This is an optimization exercise on Yosys and OpenROAD, whose aim is small area, a short achievable clock period and few clock cycles per item, not a production implementation. In this exercise RTL edits were held to simulation tests only and were not proved equivalent to the original. The clock cells of runs 1 to 4 and 6 to 8 come from the design's own scripts or RTL, not from TritonCTS. The flow treats the clock pin as an ideal source. Dropping or thinning the clock tree relies on that and would not hold on a real chip. Power and IR drop assume default switching activity.

==> design/flow/design.v <==
module main(output [95:0] out,output reg [95:0]fec,output reg [15:0]crc,output reg status,input data,clock,start);
    reg [4:0]  c;        
    reg [31:0] m;        
    reg [15:0] R;        
    always @(posedge clock, posedge start) begin
        if (start) begin
            c      <= 5'd0;
            status <= 1'b0;
        end else begin
            c <= c + 1'b1;
            if (c == 5'd31) status <= 1'b1;
        end
    end
    always @(posedge clock) begin
        if (!status) m <= {data, m[31:1]};
    end
    wire fb = R[15] ^ data;
    always @(posedge clock) begin
        if (start) R <= 16'hFFFF;
        else if (!status) R <= {R[14]^fb, R[13:2], R[1]^fb, R[0], fb};
    end
    wire [47:0] u = {R[0],R[1],R[2],R[3],R[4],R[5],R[6],R[7],
                     R[8],R[9],R[10],R[11],R[12],R[13],R[14],R[15], m};
    wire [47:0] p, hi, lo;
    assign p[0] = u[0];
    assign hi[1:0] = u[1:0];
    assign lo[0] = u[0];
    assign lo[1] = p[1];
    genvar k;
    generate
        for (k = 1; k < 48; k = k + 1) begin : gp
            xor2 xp(p[k], u[k], u[k-1]);
        end
        for (k = 2; k < 48; k = k + 1) begin : gc
            xor2 xh(hi[k], u[k], p[k-2]);
            xor2 xl(lo[k], p[k], p[k-2]);
        end
    endgenerate
    integer i;
    always @* begin
        crc = R;
        for (i = 0; i < 48; i = i + 1) begin
            fec[95-2*i] = hi[i];
            fec[94-2*i] = lo[i];
        end
    end
    interleaver C(fec[23:0],fec[47:24],fec[71:48],fec[95:72],out);
endmodule
module xor2(output y, input a, b);
    assign y = a ^ b;
endmodule
module interleaver(
input [23:0] byte0,
input [23:0] byte1,
input [23:0] byte2,
input [23:0] byte3,
output [95:0]OP
);
wire [23:0] out0,out1,out2,out3;
assign out0 ={byte3[5:0],byte2[5:0],byte1[5:0],byte0[5:0]};
assign out1 ={byte3[11:6],byte2[11:6],byte1[11:6],byte0[11:6]};
assign out2 ={byte3[17:12],byte2[17:12],byte1[17:12],byte0[17:12]};
assign out3 ={byte3[23:18],byte2[23:18],byte1[23:18],byte0[23:18]};
assign OP[95:0] ={out0[23:0],out1[23:0],out2[23:0],out3[23:0]};
endmodule
==> design/flow/flow/run.sh <==
#!/bin/bash
# Standard ORFS layout (the standard.sh, unchanged synthesis), with the
# port buffers made from the smallest plain buffer instead of a delay cell,
# and a flat one-level clock distribution (flow/clk.tcl) instead of an H-tree.
set -euo pipefail
bash standard.sh 'BUFFER_PORTS_ARGS=-buffer_cell sky130_fd_sc_hd__buf_1' \
  "PRE_CTS_TCL=$PWD/flow/clk.tcl" finish > standard_flow.log 2>&1
==> design/flow/flow/clk.tcl <==
# Manual clock distribution, sourced before CTS in place of clock_tree_synthesis:
# the clock port drives NBUF clock buffers, each feeding the flip-flops of one
# vertical slice of the placement (every register sees the same one-buffer path).
set nbuf [expr {[info exists ::env(CLK_NBUF)] ? $::env(CLK_NBUF) : 2}]
set bufcell [expr {[info exists ::env(CLK_BUF)] ? $::env(CLK_BUF) : "sky130_fd_sc_hd__clkbuf_16"}]
set block [ord::get_db_block]
set clknet [$block findNet clock]
set sinks {}
foreach it [$clknet getITerms] {
  set inst [$it getInst]
  set b [$inst getBBox]
  lappend sinks [list $it [expr {([$b xMin] + [$b xMax]) / 2}] [expr {([$b yMin] + [$b yMax]) / 2}]]
}
set sinks [lsort -integer -index 1 $sinks]
set n [llength $sinks]
set master [[ord::get_db] findMaster $bufcell]
for {set g 0} {$g < $nbuf} {incr g} {
  set lo [expr {$g * $n / $nbuf}]
  set hi [expr {($g + 1) * $n / $nbuf - 1}]
  set grp [lrange $sinks $lo $hi]
  set sx 0; set sy 0
  foreach s $grp { incr sx [lindex $s 1]; incr sy [lindex $s 2] }
  set cx [expr {$sx / [llength $grp]}]
  set cy [expr {$sy / [llength $grp]}]
  set buf [odb::dbInst_create $block $master clkbuf_man_$g]
  set net [odb::dbNet_create $block clknet_man_$g]
  $net setSigType CLOCK
  [$buf findITerm A] connect $clknet
  [$buf findITerm X] connect $net
  foreach s $grp { set it [lindex $s 0]; $it disconnect; $it connect $net }
  $buf setLocation $cx $cy
  $buf setPlacementStatus PLACED
  puts "clock buffer $g: [llength $grp] sinks at $cx $cy"
}
set_propagated_clock [all_clocks]
proc clock_tree_synthesis {args} { puts "clock_tree_synthesis skipped: manual clock buffers" }
==> design/flow/standard.sh <==
#!/bin/bash
# synth_recipe.tcl (not shown) runs the flow's synth.tcl, then flattens the netlist and writes it again
# the make line also repeats each setting of config.mk as NAME=value (left out here)
make -C /OpenROAD-flow-scripts/flow DESIGN_CONFIG=/design/flow/config.mk WORK_HOME=/design/flow/orfs CLKGATE_MAP_FILE= SYNTH_SCRIPT=/design/flow/synth_recipe.tcl "${@:-finish}"
==> design/flow/config.mk <==
export PLATFORM = sky130hd
export DESIGN_NAME = main
export DESIGN_NICKNAME = main
export VERILOG_FILES = /design/flow/design.v
export SDC_FILE = /design/flow/constraint.sdc
export NUM_CORES = 4
export LEC_CHECK = 0
export CAP_MARGIN = 20
export CORE_MARGIN = 2
export CORE_UTILIZATION = 40
export SLEW_MARGIN = 20
export SYNTH_HIERARCHICAL = 1
export SYNTH_MINIMUM_KEEP_SIZE = 0
==> design/flow/constraint.sdc <==
create_clock -name core_clock -period 6.0 [get_ports {clock}]
set_input_delay 1.2000 -clock core_clock [delete_from_list [all_inputs] [get_ports {clock}]]
set_output_delay 1.2000 -clock core_clock [all_outputs]
set_load 0.01 [all_outputs]
==> out/qor.csv, run 1 <==
stage,metric,value,unit
detailed_routing,WL final,7100,um
place,GP Congestion,0.738,
clock_network,hold_buf cts,0,
finish,Multi-input gate area,1520,um2
setup_path,kind of critical path,flip-flop to output port,
yosys,"area leader, netlist",xor2_1,
timing,RSZ-0062 raised after global routing,no,
global_route,vias in the first global route,2055,
setup_path,Critical Path End Type,output port,
setup_path,Worst Path Required,4800,ps
yosys,Seq cells post-synth,54,
detailed_routing,Via density,4.30,
floorplanning,core area,9150,um2
detailed_routing,initial drt markers,29,
power_and_ir_drop,P_leak,0.00160,uW
timing,Final setup viols,0,
timing,Worst Max-Slew Pin Slew,875,ps
clock_network,CTS resizes,0,
setup_path,worst-path fanout max,7,
status,status,finished clean,
floorplanning,Rows,35,
finish,nets@finish,460,
yosys,synthesized cell area,3740,um2
finish,share of cells above drive strength 1,0.00883,
finish,most frequent cells in the layout,"buf_1 (211), xor2_1 (141), edfxtp_1 (32)",
floorplanning,die span in x,101,um
yosys,ys flop type,edfxtp_1,
detailed_routing,drt drc,0,
timing,Rel. slew slack,0.417,
yosys,top-area cell type share of the netlist area,0.330,
timing,Worst Clk Skew,1.96,ps
global_route,initial antenna violation count,0,
global_route,GRT Total Usage,0.123,
floorplanning,Die ar.,10100,um2
global_route,"Remaining Overflow, GRT",0,
timing,min Tclk post-route,2800,ps
power_and_ir_drop,PD cells,139,nW/um2
yosys,"FFs w/ async S/R, synth",0.111,
yosys,Post-synth EDFFs,32,
setup_path,Critical Path AT,1600,ps
finish,Filler Cell Count,895,
clock_network,Worst-path clk slew,100,ps
power_and_ir_drop,Max VDD drop,120,uV
timing,final hold viol count,0,
global_route,largest net degree at the start of global routing,28,
yosys,Post-Syn Nets,347,
clock_network,worst skew pair latency,160,ps
yosys,sequential share of the synthesized area,0.382,
finish,ant diodes,0,
detailed_routing,remaining antenna violation count,0,
yosys,syn avg cell area,10.9,um2
worst_hold_path,Hold Path Class,flip-flop to flip-flop,
yosys,Yosys warnings,7,
global_route,first-pass GRT wire length,10200,um
place,dpl hpwl,5800,um
setup_path,crit start category,flip-flop,
finish,Sequential Area,1430,um2
floorplanning,Ports,212,
detailed_routing,via count,2424,
floorplanning,die height,101,um
timing,Fin Setup TNS,0,ps
timing,Fmax,357,MHz
clock_network,setup bufs post-CTS,0,
power_and_ir_drop,"Power, Total",548,uW
floorplanning,initial core utilization,0.409,
detailed_routing,WL/cell,12.6,um
place,Port Buf Inserts,211,
yosys,Yosys cell types,19,
yosys,Post-Synthesis Cells,342,
finish,Final Non-Filler Cells,564,
place,placed cells,562,
timing,period utilisation layout,0.467,
timing,hold slack,457,ps
detailed_routing,Pre-Repair DR Iteration Count,4,
yosys,top post-synthesis cells by area,"xor2_1 (33%), edfxtp_1 (26%), buf_4 (20%), dfxtp_1 (8.6%), dfrtp_1 (4.0%)",
timing,max-slew violations,0,
finish,"most common cell after layout, fill and taps aside",buf_1,
run,Max Cap Violations,0,
finish,P&R area growth vs syn,5.61,%
[synthesized netlist by cell type (2+ instances only)]
cell	number
nand3_1	2
buf_4	100
dfxtp_1	16
edfxtp_1	32
buf_6	2
xor2_1	141
mux2i_1	14
ha_1	2
xnor2_1	3
nand2_1	14
inv_1	3
dfrtp_1	6
[where the power goes]
| part | switching [uW] | internal, uW | leakage [uW] |
|---|---|---|---|
| Sequential | 0.000290 | 388 | 0.000486 |
| Clock | 93.5 | 61.8 | 0.0000246 |
| Combinational | 3.31 | 1.03 | 0.00109 |
| Total | 96.9 | 451 | 0.00160 |
[Yosys stat by module (local to each module, per instance)]
module       area [um2]  cells inside
interleaver         721            96
main               1810           107
xor2               8.76             1
[flip-flops by register name, indices dropped and copies added, names as in the netlist]
signal and count:
status 1, R 16, m 32, c 5
[final timing paths]
| path | from | to | slack, ps | depth (start not counted) |
|---|---|---|---|---|
| worst max-delay path | R[15] | fec[30] | 3200 | 3 |
| worst min-delay path | c[0] | c[0] | 460 | 1 |
| worst max register to register | status | R[0] | 3830 | 4 |
| worst min register to register | c[0] | c[0] | 460 | 1 |
| max in group asynchronous | start | status | 4470 | 2 |
| min in group asynchronous | start | c[1] | 1110 | 2 |
[per-stage QoR]
stage	setup slack, ps	utilization	instance area, um2
floorplan	3510	-	3740
global placement	3370	0.427	3900
detailed placement	3350	0.427	3900
CTS	3140	0.432	3950
global route	3040	0.432	3950
finish	3200	0.432	3950
[per-layer routing]
layer | track usage | up-vias | wire length (um)
met5 | 0 | - | 0
met3 | 0.00693 | 2 | 407
met1 | 0.164 | 1104 | 3100
met4 | 0.00632 | 0 | 35
li1 | - | 1210 | -
met2 | 0.228 | 108 | 3560
[critical path, stage by stage, from the launching register on]
cell and delay [ps]:
dfxtp_1 560, xor2_1 380, xor2_1 280, buf_1 220
[cell families after synthesis]
kind of cell,synth area share
AOI/OAI and AO/OA,0.00401
buffers and inverters,0.211
xor gates and xnor gates,0.337
adders and majority gates,0.00668
DFF,0.382
muxes,0.0374
and+or+nand+nor,0.0217
[layout make-up]
cell class | instances | area share
multi-input cells | 182 | 0.385
flip-flops and latches | 54 | 0.362
repair buffers | 212 | 0.202
well taps | 111 | 0.0351
plain buffers | 2 | 0.0127
inverters | 3 | 0.00285
Testbench counts, summed over its fixed seeds: cycles 16,896, messages 512.
==> run 2: changes to the inputs <==
--- a/design/flow/config.mk
+++ b/design/flow/config.mk
@@ -7,7 +7,7 @@
 export LEC_CHECK = 0
 export CAP_MARGIN = 20
 export CORE_MARGIN = 2
-export CORE_UTILIZATION = 40
+export CORE_UTILIZATION = 65
 export SLEW_MARGIN = 20
 export SYNTH_HIERARCHICAL = 1
 export SYNTH_MINIMUM_KEEP_SIZE = 0
==> run 2 against run 1 <==
Net effect:
- global-route usage is 8.0 points higher
- first-iteration DRC count grew to 3.0 times the previous value
- sequential power hardly changed
- highest routed layer unchanged
==> out/qor.csv, run 2 <==
stage,metric,value,unit,change
setup_path,Critical Path End Type,output port,,
yosys,top post-synthesis cells by area,"xor2_1 (33%), edfxtp_1 (26%), buf_4 (20%), dfxtp_1 (8.6%), dfrtp_1 (4.0%)",,
finish,Final Non-Filler Cells,526,,-6.7%
status,status,finished clean,,
timing,period utilisation layout,0.459,,-0.00802
timing,Fin Setup TNS,0,ps,unchanged
floorplanning,initial core utilization,0.676,,+0.267
timing,max-slew violations,0,,unchanged
setup_path,crit-path leading delay family,XOR/XNOR gates,,
finish,share of cells above drive strength 1,0.0110,,+0.00218
detailed_routing,WL/cell,13.5,um,+7.0%
place,placed cells,524,,-6.8%
clock_network,CTS resizes,0,,unchanged
detailed_routing,initial drt markers,87,,+200%
finish,P&R area growth vs syn,4.51,%,
setup_path,slowest cell on the critical path,dfxtp_1,,
detailed_routing,Via density,4.67,,+8.8%
finish,max reg flops,32,,unchanged
yosys,Post-Syn Nets,347,,unchanged
floorplanning,Ports,212,,unchanged
finish,"most common cell after layout, fill and taps aside",buf_1,,
timing,Worst Max-Slew Pin Slew,674,ps,-201 ps
yosys,ys flop type,edfxtp_1,,
power_and_ir_drop,PD cells,139,nW/um2,+0.38%
finish,most frequent cells in the layout,"buf_1 (211), xor2_1 (141), edfxtp_1 (32)",,
yosys,sequential share of the synthesized area,0.382,,unchanged
global_route,first-pass GRT wire length,10400,um,+2.0%
timing,Rel. slew slack,0.550,,+0.133
run,Max Cap Violations,0,,unchanged
yosys,top-area cell type share of the netlist area,0.330,,unchanged
yosys,synthesized cell area,3740,um2,unchanged
clock_network,setup bufs post-CTS,0,,unchanged
yosys,"count leader, synth",xor2_1,,
timing,RSZ-0062 raised after global routing,no,,
yosys,Post-Synthesis Cells,342,,unchanged
finish,nets@finish,461,,+0.22%
global_route,"Remaining Overflow, GRT",0,,unchanged
finish,Multi-input gate area,1520,um2,unchanged
floorplanning,Die ar.,6380,um2,-37%
setup_path,CP Buf/Inv Count,1,,unchanged
detailed_routing,remaining antenna violation count,0,,unchanged
timing,final hold viol count,0,,unchanged
place,Port Buf Inserts,211,,unchanged
yosys,"area leader, netlist",xor2_1,,
detailed_routing,Pre-Repair DR Iteration Count,4,,unchanged
yosys,Yosys warnings,7,,unchanged
detailed_routing,WL final,7080,um,-0.23%
setup_path,Worst Path Required,4800,ps,about the same
clock_network,Worst-path clk slew,100,ps,about the same
global_route,GRT Total Usage,0.203,,+0.0803
timing,Fmax,363,MHz,+1.7%
floorplanning,core area,5540,um2,-39%
yosys,Seq cells post-synth,54,,unchanged
setup_path,critical-path cell list,xor2_1 > xor2_1 > buf_1,,
floorplanning,die height,79.9,um,-21%
worst_hold_path,Hold Path Class,flip-flop to flip-flop,,
timing,Final setup viols,0,,unchanged
setup_path,CP most frequent cell,xor2_1,,
finish,Reg with most FFs,m,,
floorplanning,Rows,27,,-23%
setup_path,crit start category,flip-flop,,
setup_path,kind of critical path,flip-flop to output port,,
setup_path,critical path's largest stage delay,490,ps,-70 ps
timing,Worst Clk Skew,5.82,ps,+3.86 ps
yosys,syn avg cell area,10.9,um2,unchanged
yosys,Post-synth EDFFs,32,,unchanged
clock_network,hold_buf cts,0,,unchanged
setup_path,Critical Path AT,1560,ps,-40 ps
detailed_routing,via count,2459,,+1.4%
place,dpl hpwl,5610,um,-3.3%
detailed_routing,drt drc,0,,unchanged
finish,Sequential Area,1430,um2,unchanged
setup_path,worst-path fanout max,6,,-1
finish,ant diodes,0,,unchanged
global_route,vias in the first global route,2056,,+0.049%
clock_network,worst skew pair latency,160,ps,about the same
power_and_ir_drop,"Power, Total",544,uW,-0.67%
floorplanning,die span in x,79.9,um,-21%
finish,Filler Cell Count,436,,-51%
global_route,initial antenna violation count,0,,unchanged
timing,min Tclk post-route,2760,ps,-48.1 ps
global_route,largest net degree at the start of global routing,31,,+11%
yosys,Yosys cell types,19,,unchanged
finish,Regs by FF count,"m: 32 flops, R: 16 flops, c: 5 flops",,
place,GP Congestion,0.742,,+0.50%
yosys,"FFs w/ async S/R, synth",0.111,,unchanged
yosys,Commonest cells post-synth,"xor2_1 (141), buf_4 (100), edfxtp_1 (32)",,
power_and_ir_drop,P_leak,0.00160,uW,+0.26%
power_and_ir_drop,Max VDD drop,132,uV,+9.7%
-- run 2: changes by cell type in the layout (fill, tap and decap cells not counted) --
cell	previous run	this run
buf_4	1	2
-- run 2: final timing paths --
| check | start | to | slack (ps) | cells after the start |
|---|---|---|---|---|
| max | R[13] | fec[20] | 3240 | 3 |
| min | c[0] | c[0] | 460 | 1 |
| max reg2reg | status | m[9] | 4430 | 3 |
| min reg2reg | c[0] | c[0] | 460 | 1 |
| max in group asynchronous | start | status | 4460 | 2 |
| min in group asynchronous | start | c[1] | 1110 | 2 |
-- run 2: routing by layer --
metal  share of wire  global-route usage
met5               0                   0
met2            0.52               0.380
met4          0.0044             0.00678
met3           0.054              0.0113
met1            0.42               0.272
-- run 2: cells by family after synthesis --
family | count (synthesis) | share of synthesized area
adders and majority gates | 2 | 0.00668
DFF | 54 | 0.382
muxes | 14 | 0.0374
buffers and inverters | 106 | 0.211
xor gates and xnor gates | 144 | 0.337
and+or+nand+nor | 19 | 0.0217
AOI/OAI and AO/OA | 3 | 0.00401
-- run 2: modules after synthesis, one instance, submodules excluded --
module	flops+latches	cells
xor2	0	1
main	54	107
interleaver	0	96
-- run 2: stage by stage --
| stage | hold slack, ps | setup WS, ps | util | instance area (um2) |
|---|---|---|---|---|
| floorplan | 423 | 3510 | - | 3740 |
| global placement | 441 | 3450 | 0.697 | 3860 |
| detailed placement | 442 | 3440 | 0.697 | 3860 |
| CTS | 458 | 3240 | 0.706 | 3910 |
| global route | 471 | 3130 | 0.706 | 3910 |
| finish | 457 | 3240 | 0.706 | 3910 |
-- run 2: worst register-to-register path, stage by stage, from the launching register on --
cell,delay (ps)
dfrtp_1,430
buf_4,240
inv_1,180
buf_4,380
-- run 2: power by group --
group	total [uW]	switching, uW	internal, uW	leakage (uW)
logic	4.29	3.25	1.04	0.00109
registers	388	0.000264	388	0.000486
clock network	152	90.1	61.7	0.0000246
total	544	93.4	451	0.00160
-- run 2: layout make-up --
| type | count | area share |
|---|---|---|
| sequential | 54 | 0.366 |
| inverter | 3 | 0.00288 |
| buffer | 2 | 0.0128 |
| multi-input combinational | 182 | 0.389 |
| timing repair buffer | 213 | 0.206 |
| tap | 72 | 0.0230 |
==> run 3: changes to the inputs <==
--- a/design/flow/flow/clk.tcl
+++ b/design/flow/flow/clk.tcl
@@ -34,3 +34,4 @@
 }
 set_propagated_clock [all_clocks]
 proc clock_tree_synthesis {args} { puts "clock_tree_synthesis skipped: manual clock buffers" }
+source [file join [file dirname [info script]] size.tcl]
==> design/flow/flow/size.tcl (new file) <==
if {![info exists ::sz_keep_parasitics]} { estimate_parasitics -placement }
proc sz_area {} {
  set a 0
  foreach i [get_cells *] {
    set lc [get_lib_cells -quiet [get_property $i ref_name]]
    if {$lc ne ""} { set a [expr {$a + [get_property $lc area]}] }
  }
  return $a
}
proc sz_family {ref} {
  if {![regexp {^(sky130_fd_sc_hd__\w+?)_(\d+)$} $ref -> base sz]} { return {} }
  set out {}
  foreach lc [get_lib_cells -quiet ${base}_*] {
    set n [get_name $lc]
    if {[lsearch $::env(DONT_USE_CELLS) $n] >= 0} continue
    if {[regexp "^${base}_(\\d+)\$" $n -> s2] && $s2 > $sz} { lappend out [list $n $s2] }
  }
  return [lsort -integer -index 1 $out]
}
proc sz_carea {ref} { return [get_property [get_lib_cells $ref] area] }
set sz_period [expr {[info exists ::env(FLOW_PERIOD_NS)] ? $::env(FLOW_PERIOD_NS) : 6.0}]
set sz_A [sz_area]
set sz_best [expr {($sz_period - [worst_slack -max]) * $sz_A}]
set sz_bestn 0
set sz_done {}
puts "size: start period [expr {$sz_period - [worst_slack -max]}] area $sz_A"
for {set it 0} {$it < 200} {incr it} {
  set pe [lindex [find_timing_paths -path_delay max -group_path_count 1 -sort_by_slack] 0]
  set ep [get_property $pe endpoint]
  set s0 [get_property $ep slack_max]
  set cands {}
  foreach pt [get_property $pe points] {
    set pin [get_property $pt pin]
    if {[string first / [get_full_name $pin]] < 0} continue
    lappend cands [get_full_name [get_cells -of_objects $pin]]
  }
  set pick {}; set rate 0
  foreach c [lsort -unique $cands] {
    set cell [get_cells $c]
    set ref [get_property $cell ref_name]
    foreach f [sz_family $ref] {
      set n [lindex $f 0]
      replace_cell $cell $n
      set g [expr {[get_property $ep slack_max] - $s0}]
      set da [expr {[sz_carea $n] - [sz_carea $ref]}]
      replace_cell $cell $ref
      if {$da > 0 && $g > 0 && $g / $da > $rate} { set rate [expr {$g / $da}]; set pick [list $c $ref $n $da] }
    }
  }
  if {$pick eq ""} break
  replace_cell [get_cells [lindex $pick 0]] [lindex $pick 2]
  set sz_A [expr {$sz_A + [lindex $pick 3]}]
  lappend sz_done $pick
  set sc [expr {($sz_period - [worst_slack -max]) * $sz_A}]
  if {$sc < $sz_best} { set sz_best $sc; set sz_bestn [llength $sz_done] }
}
# undo the moves after the best state
for {set i [expr {[llength $sz_done] - 1}]} {$i >= $sz_bestn} {incr i -1} {
  set d [lindex $sz_done $i]
  replace_cell [get_cells [lindex $d 0]] [lindex $d 1]
}
foreach d [lrange $sz_done 0 [expr {$sz_bestn - 1}]] { puts "size: [lindex $d 0] [lindex $d 1] -> [lindex $d 2]" }
puts "size: kept $sz_bestn of [llength $sz_done] moves; period [expr {$sz_period - [worst_slack -max]}] area [sz_area]"
--- a/design/flow/config.mk
+++ b/design/flow/config.mk
@@ -7,7 +7,7 @@
 export LEC_CHECK = 0
 export CAP_MARGIN = 20
 export CORE_MARGIN = 2
-export CORE_UTILIZATION = 65
+export CORE_UTILIZATION = 40
 export SLEW_MARGIN = 20
 export SYNTH_HIERARCHICAL = 1
 export SYNTH_MINIMUM_KEEP_SIZE = 0
==> run 3 against run 2 <==
Net effect:
- total power rose by 0.57%
- register-to-register slack got worse by 310 ps
- die area rose by 59%
- still clean
- design area rose by 3.1%
- routed wire length rose by 0.82%
- highest routed layer unchanged
- worst setup slack got worse by 6.6 ps
- largest cell class unchanged
- critical path depth did not move
- sequential cell count did not move
- global-route usage fell by 7.9 points
- clock power barely moved
- synthesized area did not move
- sequential power barely moved
==> out/qor.csv, run 3 <==
stage,metric,value,unit,change
status,status,finished clean,,
floorplanning,die span in x,101,um,+26%
yosys,Yosys warnings,7,,unchanged
power_and_ir_drop,P_leak,0.00176,uW,+10%
timing,Worst Max-Slew Pin Slew,662,ps,-12.4 ps
setup_path,slowest cell on the critical path,dfxtp_1,,
finish,Regs by FF count,"m: 32 flops, R: 16 flops, c: 5 flops",,
yosys,Seq cells post-synth,54,,unchanged
timing,Fmax,362,MHz,-0.24%
yosys,top-area cell type share of the netlist area,0.330,,unchanged
detailed_routing,initial drt markers,26,,-70%
finish,Filler Cell Count,893,,+100%
global_route,"Remaining Overflow, GRT",0,,unchanged
clock_network,CTS resizes,0,,unchanged
global_route,first-pass GRT wire length,10300,um,-1.1%
worst_hold_path,Hold Path Class,flip-flop to flip-flop,,
detailed_routing,Pre-Repair DR Iteration Count,5,,+1
detailed_routing,Via density,4.31,,-7.7%
yosys,"FFs w/ async S/R, synth",0.111,,unchanged
global_route,vias in the first global route,2078,,+1.1%
setup_path,Critical Path AT,1560,ps,about the same
yosys,"count leader, synth",xor2_1,,
detailed_routing,via count,2433,,-1.1%
setup_path,worst-path fanout max,7,,+1
finish,max reg flops,32,,unchanged
finish,nets@finish,460,,-0.22%
detailed_routing,drt drc,0,,unchanged
setup_path,critical-path cell list,xor2_1 > xor2_1 > buf_2,,
run,Max Cap Violations,0,,unchanged
setup_path,Critical Path End Type,output port,,
yosys,Post-Synthesis Cells,342,,unchanged
timing,hold slack,456,ps,-0.610 ps
clock_network,setup bufs post-CTS,0,,unchanged
detailed_routing,WL final,7140,um,+0.82%
power_and_ir_drop,"Power, Total",548,uW,+0.57%
setup_path,crit-path leading delay family,XOR/XNOR gates,,
yosys,synthesized cell area,3740,um2,unchanged
floorplanning,core area,9150,um2,+65%
detailed_routing,remaining antenna violation count,0,,unchanged
yosys,sequential share of the synthesized area,0.382,,unchanged
finish,most frequent cells in the layout,"buf_1 (149), xor2_1 (141), buf_2 (62)",,
clock_network,worst skew pair latency,160,ps,about the same
floorplanning,Ports,212,,unchanged
floorplanning,die height,101,um,+26%
floorplanning,Rows,35,,+30%
setup_path,Worst Path Required,4800,ps,about the same
yosys,Post-Syn Nets,347,,unchanged
finish,Reg with most FFs,m,,
power_and_ir_drop,Max VDD drop,120,uV,-8.7%
timing,Final setup viols,0,,unchanged
timing,Worst Clk Skew,3.02,ps,-2.80 ps
floorplanning,Die ar.,10100,um2,+59%
timing,period utilisation layout,0.460,,+0.00110
finish,P&R area growth vs syn,7.72,%,
yosys,"area leader, netlist",xor2_1,,
setup_path,CP most frequent cell,xor2_1,,
clock_network,hold_buf cts,0,,unchanged
setup_path,crit start category,flip-flop,,
yosys,ys flop type,edfxtp_1,,
power_and_ir_drop,PD cells,136,nW/um2,-2.4%
timing,min Tclk post-route,2760,ps,+6.62 ps
timing,max-slew violations,0,,unchanged
detailed_routing,WL/cell,12.7,um,-6.0%
yosys,Commonest cells post-synth,"xor2_1 (141), buf_4 (100), edfxtp_1 (32)",,
timing,RSZ-0062 raised after global routing,no,,
timing,final hold viol count,0,,unchanged
timing,Rel. slew slack,0.558,,+0.00829
finish,"most common cell after layout, fill and taps aside",buf_1,,
place,Port Buf Inserts,211,,unchanged
global_route,largest net degree at the start of global routing,28,,-9.7%
setup_path,CP Buf/Inv Count,1,,unchanged
global_route,GRT Total Usage,0.123,,-0.0795
yosys,Yosys cell types,19,,unchanged
global_route,initial antenna violation count,0,,unchanged
setup_path,kind of critical path,flip-flop to output port,,
place,dpl hpwl,5800,um,+3.4%
finish,ant diodes,0,,unchanged
yosys,Post-synth EDFFs,32,,unchanged
finish,share of cells above drive strength 1,0.148,,+0.137
yosys,top post-synthesis cells by area,"xor2_1 (33%), edfxtp_1 (26%), buf_4 (20%), dfxtp_1 (8.6%), dfrtp_1 (4.0%)",,
setup_path,critical path's largest stage delay,530,ps,+40 ps
floorplanning,initial core utilization,0.409,,-0.267
yosys,syn avg cell area,10.9,um2,unchanged
clock_network,Worst-path clk slew,100,ps,about the same
place,GP Congestion,0.738,,-0.50%
timing,Fin Setup TNS,0,ps,unchanged
[run 3: path summary, 6_finish.rpt]
path	cells after the start	to	slack, ps	from
setup / recovery	3	fec[30]	3240	R[15]
hold / removal	1	c[0]	460	c[0]
setup reg to reg	4	R[0]	4120	status
hold reg to reg	1	c[0]	460	c[0]
max in group asynchronous	2	status	4440	start
min in group asynchronous	2	c[1]	1100	start
[run 3: cells by family after synthesis]
family	synth area share
adders and majority gates	0.00668
xor gates and xnor gates	0.337
buffers and inverters	0.211
muxes	0.0374
AOI/OAI and AO/OA	0.00401
DFF	0.382
and+or+nand+nor	0.0217
[run 3: area by class of cell]
class                   count  area, um2  share of cell area
well taps                 111        139              0.0344
plain buffers               2       50.0              0.0124
multi-input cells         182       1520               0.378
inverters                   3       11.3             0.00279
flip-flops and latches     54       1430               0.355
repair buffers            212        877               0.217
[run 3: modules after synthesis, one instance, submodules excluded]
module,flops+latches,cells inside,times used
main,54,107,1
interleaver,0,96,1
xor2,0,1,139
[run 3: power by group]
group          total [uW]  switching [uW]  internal, uW
clock                 155            93.1          61.8
sequential            388        0.000281           388
combinational        4.30            3.26          1.03
[run 3: stage by stage]
stage / util / instance area (um2) / setup slack (ps) / std cells
floorplan: - / 3740 / 3510 / 342
global placement: 0.427 / 3900 / 3370 / 562
detailed placement: 0.427 / 3900 / 3350 / 562
CTS: 0.441 / 4030 / 3150 / 564
global route: 0.441 / 4030 / 3060 / 564
finish: 0.441 / 4030 / 3240 / 564
[run 3: per-layer routing]
metal | wire length [um] | vias up | track usage
met4 | 35 | 0 | 0.00632
met3 | 460 | 2 | 0.00693
met1 | 3060 | 1109 | 0.164
met5 | 0 | - | 0
li1 | - | 1209 | -
met2 | 3580 | 113 | 0.231
==> run 4: changes to the inputs <==
==> design/flow/flow/run.sh (replaced) <==
#!/bin/bash
# Standard ORFS layout (the standard.sh, unchanged synthesis), with the
# port buffers made from the smallest plain buffer instead of a delay cell,
# a flat one-level clock distribution (flow/clk.tcl) instead of an H-tree,
# and greedy gate sizing on global-route parasitics (flow/grt.tcl, flow/size.tcl).
set -euo pipefail
bash standard.sh 'BUFFER_PORTS_ARGS=-buffer_cell sky130_fd_sc_hd__buf_1' \
  "PRE_CTS_TCL=$PWD/flow/clk.tcl" "PRE_GLOBAL_ROUTE_TCL=$PWD/flow/grt.tcl" \
  finish > standard_flow.log 2>&1
--- a/design/flow/flow/clk.tcl
+++ b/design/flow/flow/clk.tcl
@@ -34,4 +34,3 @@
 }
 set_propagated_clock [all_clocks]
 proc clock_tree_synthesis {args} { puts "clock_tree_synthesis skipped: manual clock buffers" }
-source [file join [file dirname [info script]] size.tcl]
==> design/flow/flow/grt.tcl (new file) <==
# Sourced before global routing: the timing repair that follows global routing
# runs the greedy sizing in flow/size.tcl on global-route parasitics instead.
set ::sz_script [file join [file dirname [info script]] size.tcl]
proc repair_timing_helper {args} { source $::sz_script }
--- a/design/flow/flow/size.tcl
+++ b/design/flow/flow/size.tcl
@@ -1,4 +1,4 @@
-if {![info exists ::sz_keep_parasitics]} { estimate_parasitics -placement }
+if {![info exists ::sz_keep_parasitics]} { estimate_parasitics -global_routing }
 proc sz_area {} {
   set a 0
   foreach i [get_cells *] {
--- a/design/flow/config.mk
+++ b/design/flow/config.mk
@@ -7,7 +7,7 @@
 export LEC_CHECK = 0
 export CAP_MARGIN = 20
 export CORE_MARGIN = 2
-export CORE_UTILIZATION = 40
+export CORE_UTILIZATION = 65
 export SLEW_MARGIN = 20
 export SYNTH_HIERARCHICAL = 1
 export SYNTH_MINIMUM_KEEP_SIZE = 0
==> run 4 against run 3 <==
Net effect:
- routed wire length increased by 0.69%
- sequential cell count unchanged
- largest power group unchanged
- synthesized cell count did not move
- clock power is 3% lower
- critical path depth stayed put
- sequential share of layout area fell by 0.086 points
- register-to-register slack better by 320 ps
- via count up 2.1%
- die area is 37% lower
- maximum frequency increased by 0.53%
- synthesized area did not move
==> out/qor.csv, run 4 <==
stage,metric,value,unit,change
run,Max Cap Violations,0,,unchanged
timing,Rel. slew slack,0.544,,-0.0143
clock_network,setup bufs post-CTS,0,,unchanged
timing,final hold viol count,0,,unchanged
timing,Worst Max-Slew Pin Slew,683,ps,+21.5 ps
setup_path,worst-path fanout max,6,,-1
finish,most frequent cells in the layout,"xor2_1 (140), buf_1 (116), buf_2 (95)",,
setup_path,Worst Path Required,4800,ps,about the same
finish,Regs by FF count,"m: 32 flops, R: 16 flops, c: 5 flops",,
setup_path,Critical Path AT,1550,ps,about the same
global_route,first-pass GRT wire length,10400,um,+1.1%
yosys,Post-Synthesis Cells,342,,unchanged
detailed_routing,WL/cell,13.7,um,+8.0%
floorplanning,initial core utilization,0.676,,+0.267
floorplanning,core area,5540,um2,-39%
floorplanning,Rows,27,,-23%
finish,nets@finish,461,,+0.22%
yosys,syn avg cell area,10.9,um2,unchanged
finish,Filler Cell Count,413,,-54%
power_and_ir_drop,Max VDD drop,132,uV,+9.5%
yosys,sequential share of the synthesized area,0.382,,unchanged
clock_network,worst skew pair latency,160,ps,about the same
setup_path,flop2flop setup slack,4440,ps,+320 ps
global_route,"Remaining Overflow, GRT",0,,unchanged
floorplanning,Die ar.,6380,um2,-37%
setup_path,terminus of the critical flop-to-flop path,m[9],,
timing,min Tclk post-route,2750,ps,-14.5 ps
power_and_ir_drop,Int Power,451,uW,about the same
detailed_routing,via count,2483,,+2.1%
timing,hold slack,456,ps,+0.0680 ps
detailed_routing,Via density,4.72,,+9.4%
setup_path,Critical Path End Type,output port,,
yosys,top post-synthesis cells by area,"xor2_1 (33%), edfxtp_1 (26%), buf_4 (20%), dfxtp_1 (8.6%), dfrtp_1 (4.0%)",,
setup_path,crit path from,R[13],,
timing,Worst Clk Skew,6.25,ps,+3.23 ps
finish,share of cells above drive strength 1,0.222,,+0.0746
timing,Fin Setup TNS,0,ps,unchanged
global_route,vias in the first global route,2056,,-1.1%
place,GP Congestion,0.742,,+0.50%
yosys,"area leader, netlist",xor2_1,,
global_route,largest net degree at the start of global routing,31,,+11%
yosys,Commonest cells post-synth,"xor2_1 (141), buf_4 (100), edfxtp_1 (32)",,
timing,max-slew violations,0,,unchanged
timing,period utilisation layout,0.458,,-0.00242
yosys,synthesized cell area,3740,um2,unchanged
finish,max reg flops,32,,unchanged
power_and_ir_drop,Comb pwr share,0.008,,about the same
detailed_routing,Pre-Repair DR Iteration Count,4,,-1
finish,ant diodes,0,,unchanged
power_and_ir_drop,sequential power share,0.714,,+0.005
timing,PnR worst setup slack,3250,ps,+14.5 ps
power_and_ir_drop,P_sw,93.1,uW,-3.4%
global_route,GRT Total Usage,0.203,,+0.0795
finish,P&R area growth vs syn,7.89,%,
detailed_routing,drt drc,0,,unchanged
finish,Reg with most FFs,m,,
setup_path,Reg-to-Reg Start,status,,
detailed_routing,initial drt markers,84,,+220%
power_and_ir_drop,Clk network pwr share,0.278,,-0.005
global_route,initial antenna violation count,0,,unchanged
detailed_routing,remaining antenna violation count,0,,unchanged
place,dpl hpwl,5610,um,-3.3%
floorplanning,die span in x,79.9,um,-21%
power_and_ir_drop,P_leak,0.00187,uW,+5.9%
timing,Fmax,364,MHz,+0.53%
yosys,Yosys warnings,7,,unchanged
power_and_ir_drop,Sw Ratio,0.171,,-0.00487
clock_network,CTS resizes,0,,unchanged
yosys,Seq cells post-synth,54,,unchanged
yosys,"FFs w/ async S/R, synth",0.111,,unchanged
place,Port Buf Inserts,211,,unchanged
clock_network,hold_buf cts,0,,unchanged
floorplanning,die height,79.9,um,-21%
yosys,Yosys cell types,19,,unchanged
yosys,"count leader, synth",xor2_1,,
finish,"most common cell after layout, fill and taps aside",xor2_1,,
yosys,ys flop type,edfxtp_1,,
worst_hold_path,Hold Path Class,flip-flop to flip-flop,,
detailed_routing,WL final,7190,um,+0.69%
setup_path,CP endpoint,fec[21],,
yosys,Post-synth EDFFs,32,,unchanged
place,pre-CTS setup slack,3440,ps,+90.5 ps
floorplanning,Ports,212,,unchanged
setup_path,path depth of the worst reg2reg path,3,,-1
setup_path,kind of critical path,flip-flop to output port,,
finish,fin util,0.729,,+0.288
yosys,Post-Syn Nets,347,,unchanged
setup_path,crit start category,flip-flop,,
clock_network,Worst-path clk slew,100,ps,about the same
timing,Final setup viols,0,,unchanged
status,status,finished clean,,
power_and_ir_drop,PD cells,135,nW/um2,-0.77%
yosys,top-area cell type share of the netlist area,0.330,,unchanged
-- run 4: cell types whose count changed in the layout (fill, tap and decap cells not counted), sizes merged --
cell / change
buf: +1
-- run 4: power groups by stage --
stage          registers, uW  logic (uW)  clock network (uW)
2_1_floorplan            397        2.96                   0
3_3_place_gp             397        4.33                   0
3_5_place_dp             397        4.39                   0
4_1_cts                  388        4.44                 154
5_1_grt                  388        4.99                 165
6_report                 388        4.32                 151
-- run 4: area by class of cell --
class                           count  area (um2)  share of cell area
Timing Repair Buffer              213         926               0.229
Sequential cell                    54        1430               0.354
Multi-Input combinational cell    182        1530               0.379
Inverter                            3        11.3             0.00279
Buffer                              2        50.0              0.0124
Tap cell                           72        90.1              0.0223
-- run 4: cells by family after synthesis --
group | after synthesis | synth area share
XOR/XNOR | 144 | 0.337
buffers and inverters | 106 | 0.211
flip-flops | 54 | 0.382
AND/OR/NAND/NOR | 19 | 0.0217
multiplexers | 14 | 0.0374
AO/OA/AOI/OAI | 3 | 0.00401
adder cells (fa/ha/maj) | 2 | 0.00668
-- run 4: metal layers --
| metal | track usage | vias to the layer above | part of all wire |
|---|---|---|---|
| li1 | - | 1209 | - |
| met1 | 0.272 | 1169 | 0.41 |
| met2 | 0.380 | 102 | 0.53 |
| met3 | 0.0113 | 3 | 0.055 |
| met4 | 0.00678 | 0 | 0.0043 |
| met5 | 0 | - | 0 |
-- run 4: worst min-delay path by stage --
stage / from / end / slack [ps] / depth (start not counted)
6_report: c[0] / c[0] / 460 / 1
2_1_floorplan: c[0] / c[0] / 420 / 1
3_5_place_dp: c[0] / c[0] / 440 / 1
4_1_cts: c[0] / c[0] / 460 / 1
3_3_place_gp: c[0] / c[0] / 440 / 1
5_1_grt: c[0] / c[0] / 470 / 1
-- run 4: Yosys stat by module (local to each module, per instance) --
module | area, um2 | cells | times used | flops+latches
main | 1810 | 107 | 1 | 54
xor2 | 8.76 | 1 | 139 | 0
interleaver | 721 | 96 | 1 | 0
-- run 4: per-stage QoR --
step / area (um2) / power [uW] / instances
floorplan: 3740 / 400 / 342
finish: 4040 / 544 / 526
CTS: 3910 / 547 / 526
global route: 4040 / 558 / 526
detailed placement: 3860 / 401 / 524
global placement: 3860 / 401 / 524
-- run 4: worst max-delay path, stage by stage, from the launching register on --
cell     delay, ps
dfxtp_1        490
xor2_1         420
xor2_1         290
buf_2          180
==> run 5: changes to the inputs <==
--- a/design/flow/design.v
+++ b/design/flow/design.v
@@ -2,13 +2,14 @@
     reg [4:0]  c;        
     reg [31:0] m;        
     reg [15:0] R;        
+    wire cz = (c[3:0] == 4'd0);
     always @(posedge clock, posedge start) begin
         if (start) begin
             c      <= 5'd0;
             status <= 1'b0;
         end else begin
-            c <= c + 1'b1;
-            if (c == 5'd31) status <= 1'b1;
+            c <= {c[3:0], c[4] ^ c[2] ^ cz};
+            if (c[4] && cz) status <= 1'b1;
         end
     end
     always @(posedge clock) begin
==> design/flow/flow/run.sh (replaced) <==
#!/bin/bash
# Standard ORFS layout (the standard.sh, unchanged synthesis) with:
#  - port buffers made from the smallest plain buffer instead of a delay cell;
#  - a flat one-level clock distribution (flow/clk.tcl) instead of an H-tree;
#  - two passes: the first pass's routed, extracted layout plans gate upsizing
#    (flow/plan.tcl, flow/size.tcl), and the second pass redoes CTS onwards with it.
set -euo pipefail
args=('BUFFER_PORTS_ARGS=-buffer_cell sky130_fd_sc_hd__buf_1' "PRE_CTS_TCL=$PWD/flow/clk.tcl")
R=orfs/results/sky130hd/main/base
L=orfs/logs/sky130hd/main/base
rm -f sizes.txt
bash standard.sh "${args[@]}" finish > pass1_flow.log 2>&1
openroad -no_init -exit flow/plan.tcl > plan.log 2>&1
mkdir -p pass1
cp -r "$L" pass1/logs
cp "$R/6_final.odb" pass1/
rm -f "$R"/4_* "$R"/5_* "$R"/6_* out/final.def
bash standard.sh "${args[@]}" finish > pass2_flow.log 2>&1
--- a/design/flow/flow/clk.tcl
+++ b/design/flow/flow/clk.tcl
@@ -1,8 +1,10 @@
-# Manual clock distribution, sourced before CTS in place of clock_tree_synthesis:
-# the clock port drives NBUF clock buffers, each feeding the flip-flops of one
-# vertical slice of the placement (every register sees the same one-buffer path).
-set nbuf [expr {[info exists ::env(CLK_NBUF)] ? $::env(CLK_NBUF) : 2}]
-set bufcell [expr {[info exists ::env(CLK_BUF)] ? $::env(CLK_BUF) : "sky130_fd_sc_hd__clkbuf_16"}]
+# Sourced before CTS in place of clock_tree_synthesis: the clock port drives two
+# clock buffers, each feeding the flip-flops of one half of the placement (every
+# register sees the same one-buffer clock path). Then, on the second pass, the
+# gate sizes planned from the first pass (sizes.txt) are applied; CTS's detailed
+# placement that follows legalises them.
+set nbuf 2
+set bufcell sky130_fd_sc_hd__clkbuf_16
 set block [ord::get_db_block]
 set clknet [$block findNet clock]
 set sinks {}
@@ -34,3 +36,14 @@
 }
 set_propagated_clock [all_clocks]
 proc clock_tree_synthesis {args} { puts "clock_tree_synthesis skipped: manual clock buffers" }
+
+set sizes [file join [file dirname [info script]] .. sizes.txt]
+if {[file exists $sizes]} {
+  set f [open $sizes]
+  foreach line [split [read $f] \n] {
+    if {[llength $line] != 2} continue
+    replace_cell [get_cells [lindex $line 0]] [lindex $line 1]
+    puts "sized [lindex $line 0] -> [lindex $line 1]"
+  }
+  close $f
+}
==> design/flow/flow/plan.tcl (new file) <==
# Load the first pass's final layout with its extracted parasitics and plan the
# gate sizes (flow/size.tcl); writes sizes.txt in the work folder.
set P $::env(FLOW_HOME)/platforms/sky130hd
set R orfs/results/sky130hd/main/base
read_db $R/6_final.odb
read_liberty $P/lib/sky130_fd_sc_hd__tt_025C_1v80.lib
read_sdc $R/6_final.sdc
source $P/setRC.tcl
read_spef $R/6_final.spef
set_propagated_clock [all_clocks]
set ::env(DONT_USE_CELLS) [exec sh -c {sed -n 's/^export DONT_USE_CELLS *[+:?]*= *//p' $0} $P/config.mk]
set ::sz_out sizes.txt
source [file join [file dirname [info script]] size.tcl]
--- a/design/flow/flow/size.tcl
+++ b/design/flow/flow/size.tcl
@@ -1,4 +1,3 @@
-if {![info exists ::sz_keep_parasitics]} { estimate_parasitics -global_routing }
 proc sz_area {} {
   set a 0
   foreach i [get_cells *] {
@@ -59,5 +58,10 @@
   set d [lindex $sz_done $i]
   replace_cell [get_cells [lindex $d 0]] [lindex $d 1]
 }
-foreach d [lrange $sz_done 0 [expr {$sz_bestn - 1}]] { puts "size: [lindex $d 0] [lindex $d 1] -> [lindex $d 2]" }
+set f [open $::sz_out w]
+foreach d [lrange $sz_done 0 [expr {$sz_bestn - 1}]] {
+  puts "size: [lindex $d 0] [lindex $d 1] -> [lindex $d 2]"
+  puts $f [list [lindex $d 0] [lindex $d 2]]
+}
+close $f
 puts "size: kept $sz_bestn of [llength $sz_done] moves; period [expr {$sz_period - [worst_slack -max]}] area [sz_area]"
--- a/design/flow/config.mk
+++ b/design/flow/config.mk
@@ -7,7 +7,7 @@
 export LEC_CHECK = 0
 export CAP_MARGIN = 20
 export CORE_MARGIN = 2
-export CORE_UTILIZATION = 65
+export CORE_UTILIZATION = 90
 export SLEW_MARGIN = 20
 export SYNTH_HIERARCHICAL = 1
 export SYNTH_MINIMUM_KEEP_SIZE = 0
removed: design/flow/flow/grt.tcl
==> run 5 against run 4 <==
Net effect:
- the run now fails in 3_1_place_gp_skip_io
- synthesized cell count is 0.88% lower
- synthesized area is 1.0% lower
==> out/qor.csv, run 5 <==
stage,metric,value,unit,change
yosys,Post-Syn Nets,342,,-1.4%
yosys,Yosys warnings,7,,unchanged
floorplanning,die height,68.2,um,-15%
yosys,Post-Synthesis Cells,339,,-0.88%
yosys,synthesized cell area,3700,um2,-1.0%
floorplanning,die span in x,68.2,um,-15%
yosys,syn avg cell area,10.9,um2,-0.16%
yosys,ys flop type,edfxtp_1,,
status,failing step,3_1_place_gp_skip_io,,
yosys,"area leader, netlist",xor2_1,,
floorplanning,initial core utilization,0.933,,+0.257
yosys,Seq cells post-synth,54,,unchanged
status,Error Message,[ERROR GPL-0301] Utilization 103.703 % exceeds 100%.,,
yosys,top post-synthesis cells by area,"xor2_1 (33%), edfxtp_1 (26%), buf_4 (20%), dfxtp_1 (8.6%), dfrtp_1 (4.1%)",,
yosys,Commonest cells post-synth,"xor2_1 (140), buf_4 (101), edfxtp_1 (32)",,
yosys,"count leader, synth",xor2_1,,
yosys,top-area cell type share of the netlist area,0.331,,+0.00109
yosys,"FFs w/ async S/R, synth",0.111,,unchanged
yosys,Post-synth EDFFs,32,,unchanged
status,status,stopped before the end,,
yosys,Yosys cell types,19,,unchanged
floorplanning,Rows,23,,-15%
yosys,sequential share of the synthesized area,0.386,,+0.00400
## run 5: kinds of logic after synthesis
| group | after synthesis | synth area share |
|---|---|---|
| AOI/OAI and AO/OA | 3 | 0.00405 |
| xor gates and xnor gates | 143 | 0.338 |
| buffers and inverters | 105 | 0.211 |
| DFF | 54 | 0.386 |
| muxes | 14 | 0.0378 |
| and+or+nand+nor | 20 | 0.0226 |
## run 5: Yosys stat by module, one instance, submodules excluded
module,cell area (um2),cells,copies in the design
interleaver,721,96,1
main,1770,104,1
xor2,8.76,1,139
Testbench counts of run 5, summed over its fixed seeds: cycles 16,896, messages 512.
==> run 6: changes to the inputs <==
--- a/design/flow/config.mk
+++ b/design/flow/config.mk
@@ -7,7 +7,7 @@
 export LEC_CHECK = 0
 export CAP_MARGIN = 20
 export CORE_MARGIN = 2
-export CORE_UTILIZATION = 90
+export CORE_UTILIZATION = 80
 export SLEW_MARGIN = 20
 export SYNTH_HIERARCHICAL = 1
 export SYNTH_MINIMUM_KEEP_SIZE = 0
==> run 6 against run 5 <==
Net effect:
- now clean on timing, DRC and antenna
- synthesized area unchanged
- synthesized cell count unchanged
==> out/qor.csv, run 6 <==
stage,metric,value,unit,change
status,status,finished clean,,
timing,min Tclk post-route,2720,ps,
power_and_ir_drop,P_sw,93.8,uW,
floorplanning,die span in x,72.1,um,+5.7%
timing,Final setup viols,0,,
finish,Reg with most FFs,m,,
clock_network,CTS resizes,0,,
clock_network,worst skew pair latency,170,ps,
finish,max reg flops,32,,
clock_network,setup bufs post-CTS,0,,
detailed_routing,initial drt markers,99,,
yosys,"FFs w/ async S/R, synth",0.111,,unchanged
yosys,top post-synthesis cells by area,"xor2_1 (33%), edfxtp_1 (26%), buf_4 (20%), dfxtp_1 (8.6%), dfrtp_1 (4.1%)",,
finish,Regs by FF count,"m: 32 flops, R: 16 flops, c: 5 flops",,
global_route,GRT Total Usage,0.265,,
detailed_routing,WL/cell,15.3,um,
power_and_ir_drop,Int Power,451,uW,
place,dpl hpwl,6110,um,
finish,most frequent cells in the layout,"buf_1 (204), xor2_1 (139), edfxtp_1 (32)",,
floorplanning,die height,72.1,um,+5.7%
finish,nets@finish,456,,
setup_path,Critical Path AT,1520,ps,
setup_path,worst-path fanout max,4,,
timing,Worst Max-Slew Pin Slew,663,ps,
yosys,sequential share of the synthesized area,0.386,,unchanged
power_and_ir_drop,Comb pwr share,0.008,,
yosys,synthesized cell area,3700,um2,unchanged
place,Port Buf Inserts,211,,
global_route,first-pass GRT wire length,10800,um,
yosys,syn avg cell area,10.9,um2,unchanged
place,GP Congestion,0.806,,
floorplanning,Die ar.,5190,um2,
yosys,Post-Syn Nets,342,,unchanged
yosys,Yosys cell types,19,,unchanged
timing,Fin Setup TNS,0,ps,
detailed_routing,remaining antenna violation count,0,,
yosys,Commonest cells post-synth,"xor2_1 (140), buf_4 (101), edfxtp_1 (32)",,
timing,PnR worst setup slack,3280,ps,
place,Placed Area,3800,um2,
yosys,Post-synth EDFFs,32,,unchanged
power_and_ir_drop,P_leak,0.00158,uW,
power_and_ir_drop,"Power, Total",545,uW,
yosys,ys flop type,edfxtp_1,,
global_route,"Remaining Overflow, GRT",0,,
power_and_ir_drop,Clk network pwr share,0.279,,
setup_path,kind of critical path,flip-flop to output port,,
detailed_routing,via count,2478,,
yosys,top-area cell type share of the netlist area,0.331,,unchanged
power_and_ir_drop,Sw Ratio,0.172,,
setup_path,crit start category,flip-flop,,
yosys,Seq cells post-synth,54,,unchanged
global_route,initial antenna violation count,0,,
setup_path,Worst Path Required,4800,ps,
floorplanning,Rows,24,,+4.3%
finish,share of cells above drive strength 1,0.0333,,
yosys,"count leader, synth",xor2_1,,
finish,P&R area growth vs syn,4.53,%,
clock_network,Worst-path clk slew,110,ps,
timing,Fmax,368,MHz,
global_route,largest net degree at the start of global routing,28,,
floorplanning,core area,4410,um2,
timing,RSZ-0062 raised after global routing,no,,
timing,final hold viol count,0,,
place,pre-CTS setup slack,3410,ps,
yosys,"area leader, netlist",xor2_1,,
power_and_ir_drop,sequential power share,0.713,,
timing,max-slew violations,0,,
yosys,Yosys warnings,7,,unchanged
clock_network,hold_buf cts,0,,
floorplanning,Ports,212,,
finish,post-route cell area,3870,um2,
timing,Rel. slew slack,0.558,,
finish,"most common cell after layout, fill and taps aside",buf_1,,
run,Max Cap Violations,0,,
floorplanning,initial core utilization,0.839,,-0.0936
finish,ant diodes,0,,
timing,period utilisation layout,0.453,,
yosys,Post-Synthesis Cells,339,,unchanged
detailed_routing,Via density,4.93,,
setup_path,Critical Path End Type,output port,,
power_and_ir_drop,Max VDD drop,148,uV,
global_route,vias in the first global route,2165,,
power_and_ir_drop,PD cells,141,nW/um2,
detailed_routing,WL final,7710,um,
worst_hold_path,Hold Path Class,flip-flop to flip-flop,,
detailed_routing,drt drc,0,,
detailed_routing,Pre-Repair DR Iteration Count,4,,
timing,Worst Clk Skew,9.45,ps,
[run 6: final timing paths]
kind / end / depth (start not counted) / startpoint / slack (ps)
max in group asynchronous: c[1] / 2 / start / 4470
worst min-delay path: c[4] / 0 / c[3] / 400
min in group asynchronous: c[4] / 2 / start / 1100
worst max register to register: m[2] / 3 / status / 4180
worst min register to register: c[4] / 0 / c[3] / 400
worst max-delay path: fec[53] / 3 / m[18] / 3280
[run 6: per-module statistics from Yosys, one instance, submodules excluded]
module	flip-flops and latches	cell area [um2]	times used
xor2	0	8.76	139
interleaver	0	721	1
main	54	1770	1
[run 6: per-stage QoR]
stage | hold slack, ps | util | std cells
after floorplan | 355 | - | 339
after detailed placement | 382 | 0.861 | 501
after global routing | 419 | 0.877 | 503
after global placement | 362 | 0.861 | 501
after CTS | 403 | 0.877 | 503
final | 396 | 0.877 | 503
[run 6: power groups by stage]
stage	registers, uW	logic (uW)	clock network (uW)
2_1_floorplan	397	2.96	0
3_3_place_gp	397	4.32	0
3_5_place_dp	397	4.45	0
4_1_cts	388	4.50	151
5_1_grt	388	5.02	160
6_report	388	4.42	152
[run 6: critical path, cell delays in order (launching register included)]
cell and delay (ps):
edfxtp_1 480, xor2_1 400, xor2_1 290, buf_1 190
[run 6: layout make-up]
cell class | instances | area, um2
Sequential cell | 54 | 1440
Buffer | 2 | 50.0
Multi-Input combinational cell | 180 | 1500
Inverter | 2 | 7.51
Timing Repair Buffer | 213 | 816
Fill cell | 264 | 542
Tap cell | 52 | 65.1
[run 6: routing by layer]
layer / vias to the layer above / GRT usage / wire length (um)
met5: - / 0 / 0
met4: 0 / 0.0126 / 33
met3: 5 / 0.0167 / 417
met2: 116 / 0.536 / 4340
met1: 1158 / 0.324 / 2930
li1: 1199 / - / -
[run 6: logic make-up after synthesis]
kind of cell	count (synthesis)	share of synthesized area
xor+xnor	143	0.338
mux	14	0.0378
simple gates	20	0.0226
compound gates	3	0.00405
buf+inv	105	0.211
flops	54	0.386
==> run 7: changes to the inputs <==
--- a/design/flow/config.mk
+++ b/design/flow/config.mk
@@ -7,7 +7,7 @@
 export LEC_CHECK = 0
 export CAP_MARGIN = 20
 export CORE_MARGIN = 2
-export CORE_UTILIZATION = 80
+export CORE_UTILIZATION = 72
 export SLEW_MARGIN = 20
 export SYNTH_HIERARCHICAL = 1
 export SYNTH_MINIMUM_KEEP_SIZE = 0
==> run 7 against run 6 <==
Net effect:
- sequential share of layout area is 0.53 points lower
- die area rose by 10%
- routed wire length shrank 9.2%
- sequential power about the same
- via count shrank 1.0%
- global-route usage decreased by 5.3 points
- clock skew shrank 3.1 ps
- clock power is essentially flat
- maximum frequency is 0.93% higher
- hold slack got worse by 8.8 ps
- first-iteration DRC count decreased by 38%
- register-to-register slack improved by 260 ps
- critical endpoint is now fec[34]
==> out/qor.csv, run 7 <==
stage,metric,value,unit,change
status,status,finished clean,,
yosys,"FFs w/ async S/R, synth",0.111,,unchanged
detailed_routing,initial drt markers,61,,-38%
yosys,synthesized cell area,3700,um2,unchanged
finish,Filler Cell Count,375,,+42%
yosys,post-synthesis compound-gate area fraction,0.00405,,unchanged
place,GP Congestion,0.758,,-6.0%
finish,ant diodes,0,,unchanged
timing,Fmax,372,MHz,+0.93%
timing,RSZ-0062 raised after global routing,no,,
floorplanning,die height,75.7,um,+5.1%
floorplanning,Die ar.,5740,um2,+10%
yosys,top post-synthesis cells by area,"xor2_1 (33%), edfxtp_1 (26%), buf_4 (20%), dfxtp_1 (8.6%), dfrtp_1 (4.1%)",,
global_route,vias in the first global route,1958,,-9.6%
yosys,Seq cells post-synth,54,,unchanged
worst_hold_path,Hold Path Class,flip-flop to flip-flop,,
yosys,Yosys cell types,19,,unchanged
floorplanning,core area,5040,um2,+14%
yosys,sequential share of the synthesized area,0.386,,unchanged
timing,Worst Clk Skew,6.31,ps,-3.14 ps
detailed_routing,via count,2453,,-1.0%
detailed_routing,remaining antenna violation count,0,,unchanged
global_route,largest net degree at the start of global routing,31,,+11%
global_route,first-pass GRT wire length,9660,um,-11%
power_and_ir_drop,PD cells,138,nW/um2,-2.2%
detailed_routing,WL final,7010,um,-9.2%
setup_path,Critical Path End Type,output port,,
detailed_routing,WL/cell,13.4,um,-12%
yosys,mux contribution to synthesized area,0.0378,,unchanged
finish,Reg with most FFs,m,,
timing,period utilisation layout,0.449,,-0.00419
setup_path,worst-path fanout max,4,,unchanged
yosys,xor/xnor share of the synthesized area,0.338,,unchanged
timing,hold slack,387,ps,-8.84 ps
clock_network,worst skew pair latency,160,ps,about the same
place,Placed Area,3820,um2,+0.59%
yosys,"count leader, synth",xor2_1,,
finish,fin util,0.781,,-0.0961
power_and_ir_drop,P_leak,0.00161,uW,+1.8%
yosys,Post-Synthesis Cells,339,,unchanged
floorplanning,Rows,26,,+8.3%
clock_network,CTS resizes,0,,unchanged
finish,max reg flops,32,,unchanged
yosys,ys flop type,edfxtp_1,,
yosys,Simple-Gate Fraction of Synth Area,0.0226,,unchanged
setup_path,kind of critical path,flip-flop to output port,,
floorplanning,initial core utilization,0.735,,-0.105
detailed_routing,Via density,4.71,,-4.4%
timing,final hold viol count,0,,unchanged
finish,most frequent cells in the layout,"buf_1 (196), xor2_1 (135), edfxtp_1 (32)",,
finish,nets@finish,456,,unchanged
clock_network,hold_buf cts,0,,unchanged
finish,post-route cell area,3940,um2,+1.7%
setup_path,Worst Path Required,4800,ps,about the same
place,Port Buf Inserts,211,,unchanged
yosys,Post-Syn Nets,342,,unchanged
setup_path,crit start category,flip-flop,,
power_and_ir_drop,Max VDD drop,134,uV,-9.8%
clock_network,setup bufs post-CTS,0,,unchanged
yosys,top-area cell type share of the netlist area,0.331,,unchanged
finish,share of cells above drive strength 1,0.0665,,+0.0333
detailed_routing,Pre-Repair DR Iteration Count,4,,unchanged
floorplanning,Ports,212,,unchanged
run,Max Cap Violations,0,,unchanged
timing,Worst Max-Slew Pin Slew,647,ps,-16.5 ps
yosys,Yosys warnings,7,,unchanged
finish,"most common cell after layout, fill and taps aside",buf_1,,
detailed_routing,drt drc,0,,unchanged
setup_path,Critical Path AT,1490,ps,-30 ps
yosys,Post-synth EDFFs,32,,unchanged
floorplanning,die span in x,75.7,um,+5.1%
global_route,initial antenna violation count,0,,unchanged
timing,Final setup viols,0,,unchanged
yosys,syn avg cell area,10.9,um2,unchanged
yosys,largest family of logic cells by synthesized area,XOR/XNOR gates,,
yosys,"area leader, netlist",xor2_1,,
timing,Rel. slew slack,0.569,,+0.0110
global_route,GRT Total Usage,0.213,,-0.0526
finish,P&R area growth vs syn,6.32,%,
yosys,Adder-Cell Fraction of Synth Area,0,,unchanged
timing,Fin Setup TNS,0,ps,unchanged
clock_network,Worst-path clk slew,100,ps,about the same
timing,max-slew violations,0,,unchanged
timing,min Tclk post-route,2690,ps,-25.1 ps
place,dpl hpwl,5510,um,-9.7%
finish,Regs by FF count,"m: 32 flops, R: 16 flops, c: 5 flops",,
global_route,"Remaining Overflow, GRT",0,,unchanged
power_and_ir_drop,"Power, Total",542,uW,-0.56%
yosys,Commonest cells post-synth,"xor2_1 (140), buf_4 (101), edfxtp_1 (32)",,
## run 7: critical path: stages (launching register included)
cell and delay, ps:
edfxtp_1 500, xor2_1 410, xor2_1 240, buf_2 170
## run 7: final timing paths
check	start	end	slack [ps]	depth (start not counted)
setup / recovery	m[29]	fec[34]	3310	3
hold / removal	c[0]	c[1]	390	0
min in group asynchronous	start	c[3]	1100	2
setup reg to reg	status	m[13]	4440	3
hold reg to reg	c[0]	c[1]	390	0
max in group asynchronous	start	c[4]	4490	2
## run 7: cell families after synthesis
family | count (synthesis)
AOI/OAI and AO/OA | 3
DFF | 54
xor gates and xnor gates | 143
muxes | 14
buffers and inverters | 105
and+or+nand+nor | 20
## run 7: per-module statistics from Yosys, one instance, submodules excluded
module / flops+latches / cells / area [um2] / times used
main: 54 / 104 / 1770 / 1
interleaver: 0 / 96 / 721 / 1
xor2: 0 / 1 / 8.76 / 139
## run 7: layout make-up
| cell class | instances | area [um2] | share of cell area |
|---|---|---|---|
| repair buffers | 213 | 826 | 0.210 |
| flip-flops and latches | 54 | 1440 | 0.365 |
| well taps | 70 | 87.6 | 0.0222 |
| inverters | 2 | 7.51 | 0.00191 |
| plain buffers | 2 | 50.0 | 0.0127 |
| multi-input cells | 180 | 1530 | 0.388 |
## run 7: power breakdown
part	leakage, uW	internal [uW]	switching, uW
registers	0.000483	388	0.000257
clock network	0.0000246	61.5	87.7
logic	0.00110	1.04	3.13
total	0.00161	451	90.9
## run 7: layer usage
layer / global-route usage / routed length [um] / up-vias
met5: 0 / 0 / -
met1: 0.297 / 3000 / 1143
met2: 0.385 / 3590 / 104
met4: 0.0136 / 44 / 0
met3: 0.0132 / 365 / 4
li1: - / - / 1202
## run 7: stage by stage
step                      worst slack, ps  std cells
after global placement               3460        519
after floorplan                      3510        339
final                                3310        521
after CTS                            3320        521
after detailed placement             3440        519
after global routing                 3200        521
==> run 8: changes to the inputs <==
--- a/design/flow/config.mk
+++ b/design/flow/config.mk
@@ -7,7 +7,7 @@
 export LEC_CHECK = 0
 export CAP_MARGIN = 20
 export CORE_MARGIN = 2
-export CORE_UTILIZATION = 72
+export CORE_UTILIZATION = 65
 export SLEW_MARGIN = 20
 export SYNTH_HIERARCHICAL = 1
 export SYNTH_MINIMUM_KEEP_SIZE = 0
==> run 8 against run 7 <==
Net effect:
- worst setup slack improved by 19 ps
- design area fell by 1.2%
- synthesized cell count did not move
- maximum frequency rose by 0.70%
- utilization fell by 7.4 points
- critical path type unchanged
- largest cell class unchanged
==> out/qor.csv, run 8 <==
stage,metric,value,unit,change
yosys,ys flop type,edfxtp_1,,
timing,Fmax,374,MHz,+0.70%
power_and_ir_drop,Max VDD drop,163,uV,+22%
detailed_routing,drt drc,0,,unchanged
clock_network,hold_buf cts,0,,unchanged
setup_path,CP most frequent cell,xor2_1,,
power_and_ir_drop,PD cells,139,nW/um2,+0.92%
finish,P&R area growth vs syn,5.07,%,
setup_path,Worst Path Required,4800,ps,about the same
floorplanning,die span in x,79.5,um,+5.0%
yosys,Seq cells post-synth,54,,unchanged
setup_path,kind of critical path,flip-flop to output port,,
worst_hold_path,Hold Path Class,flip-flop to flip-flop,,
power_and_ir_drop,P_leak,0.00158,uW,-2.0%
finish,"most common cell after layout, fill and taps aside",buf_1,,
timing,final hold viol count,0,,unchanged
detailed_routing,Pre-Repair DR Iteration Count,4,,unchanged
setup_path,Critical Path AT,1470,ps,-20 ps
setup_path,crit-path leading delay family,XOR/XNOR gates,,
status,status,finished clean,,
global_route,"Remaining Overflow, GRT",0,,unchanged
yosys,Post-Syn Nets,342,,unchanged
setup_path,critical path's largest stage delay,500,ps,about the same
floorplanning,initial core utilization,0.673,,-0.0619
finish,most frequent cells in the layout,"buf_1 (206), xor2_1 (140), edfxtp_1 (32)",,
setup_path,worst-path fanout max,4,,unchanged
timing,Final setup viols,0,,unchanged
yosys,Post-Synthesis Cells,339,,unchanged
place,placed cells,521,,+0.39%
global_route,GRT Total Usage,0.199,,-0.0131
finish,ant diodes,0,,unchanged
place,dpl hpwl,5550,um,+0.65%
clock_network,worst skew pair latency,160,ps,about the same
yosys,top-area cell type share of the netlist area,0.331,,unchanged
detailed_routing,initial drt markers,79,,+30%
detailed_routing,Via density,4.71,,about the same
yosys,synthesized cell area,3700,um2,unchanged
floorplanning,Ports,212,,unchanged
global_route,initial antenna violation count,0,,unchanged
place,Port Buf Inserts,211,,unchanged
finish,max reg flops,32,,unchanged
finish,nets@finish,456,,unchanged
global_route,GR Layer Usage met1,0.258,,-0.0395
setup_path,Critical Path End Type,output port,,
global_route,met3 Usage GRT,0.0113,,-0.00192
clock_network,Worst-path clk slew,100,ps,about the same
yosys,syn avg cell area,10.9,um2,unchanged
finish,Final Non-Filler Cells,523,,+0.38%
timing,RSZ-0062 raised after global routing,no,,
detailed_routing,via count,2461,,+0.33%
clock_network,setup bufs post-CTS,0,,unchanged
timing,period utilisation layout,0.445,,-0.00312
floorplanning,core area,5510,um2,+9.2%
floorplanning,die height,79.5,um,+5.0%
timing,hold slack,382,ps,-4.30 ps
yosys,sequential share of the synthesized area,0.386,,unchanged
timing,min Tclk post-route,2670,ps,-18.7 ps
yosys,top post-synthesis cells by area,"xor2_1 (33%), edfxtp_1 (26%), buf_4 (20%), dfxtp_1 (8.6%), dfrtp_1 (4.1%)",,
finish,Regs by FF count,"m: 32 flops, R: 16 flops, c: 5 flops",,
yosys,Commonest cells post-synth,"xor2_1 (140), buf_4 (101), edfxtp_1 (32)",,
setup_path,CP Buf/Inv Count,1,,unchanged
finish,share of cells above drive strength 1,0.0310,,-0.0355
floorplanning,Rows,27,,+3.8%
yosys,Yosys warnings,7,,unchanged
setup_path,critical-path cell list,xor2_1 > xor2_1 > buf_1,,
global_route,first-pass GRT wire length,10200,um,+5.5%
floorplanning,Die ar.,6320,um2,+10%
timing,Worst Clk Skew,3.71,ps,-2.60 ps
timing,Fin Setup TNS,0,ps,unchanged
yosys,Yosys cell types,19,,unchanged
detailed_routing,remaining antenna violation count,0,,unchanged
run 8: cell count changes in the layout (fill, tap and decap cells not counted):
cell,previous run,this run
dfxtp_1,10,11
dfxtp_4,0,1
buf_2,15,5
xor2_2,5,0
buf_1,196,206
xor2_1,135,140
dfxtp_2,6,4
run 8: where the power goes:
group          internal (uW)  switching, uW  leakage (uW)
logic                   1.04           3.30       0.00107
clock network           61.5           86.6     0.0000246
registers                388       0.000267      0.000484
run 8: stage by stage:
| stage | instance area [um2] | total power (uW) | util | worst slack (ps) |
|---|---|---|---|---|
| global placement | 3830 | 401 | 0.695 | 3310 |
| global route | 3890 | 555 | 0.707 | 3210 |
| detailed placement | 3830 | 401 | 0.695 | 3380 |
| finish | 3890 | 540 | 0.707 | 3330 |
| floorplan | 3700 | 400 | - | 3510 |
| CTS | 3890 | 546 | 0.707 | 3310 |
run 8: final cells by class:
cell class                      count  area, um2
Tap cell                           72       90.1
Fill cell                         478       1610
Timing Repair Buffer              213        813
Multi-Input combinational cell    180       1490
Sequential cell                    54       1440
Inverter                            2       7.51
Buffer                              2       50.0
run 8: worst paths after layout:
path | from | endpoint | slack (ps) | cells past startpoint
max | m[7] | fec[75] | 3330 | 3
min | c[3] | c[4] | 380 | 0
max reg2reg | status | m[7] | 4550 | 3
min reg2reg | c[3] | c[4] | 380 | 0
max in group asynchronous | start | c[4] | 4470 | 2
min in group asynchronous | start | c[2] | 1120 | 2
run 8: cells by family (layout without fill, tap and decap cells):
logic type | Yosys count | in the layout | synth area share
and+or+nand+nor | 20 | 20 | 0.0226
DFF | 54 | 54 | 0.386
buffers and inverters | 105 | 217 | 0.211
xor gates and xnor gates | 143 | 143 | 0.338
muxes | 14 | 14 | 0.0378
AOI/OAI and AO/OA | 3 | 3 | 0.00405
run 8: worst register-to-register path, cell delays in order (launching register included):
cell	delay (ps)
dfrtp_1	370
buf_4	220
inv_1	120
buf_4	390
run 8: routing by layer:
metal | share of wire | up-vias
met5 | 0 | -
met4 | 0.0046 | 0
met3 | 0.065 | 2
met2 | 0.53 | 114
met1 | 0.40 | 1147
li1 | - | 1198
run 8: per-module statistics from Yosys (local to each module, per instance):
| module | copies in the design | flops+latches | cell area, um2 | cells |
|---|---|---|---|---|
| xor2 | 139 | 0 | 8.76 | 1 |
| interleaver | 1 | 0 | 721 | 96 |
| main | 1 | 54 | 1770 | 104 |

Re-timed with assumed drivers on the ports (clkbuf_16 on the clock, buf_2 on other inputs), run 8 has 3.279 ns of setup slack against 3.327 ns with ideal ports, and 3.484 ns once port delays also move by the mid clock arrival of 0.205 ns.
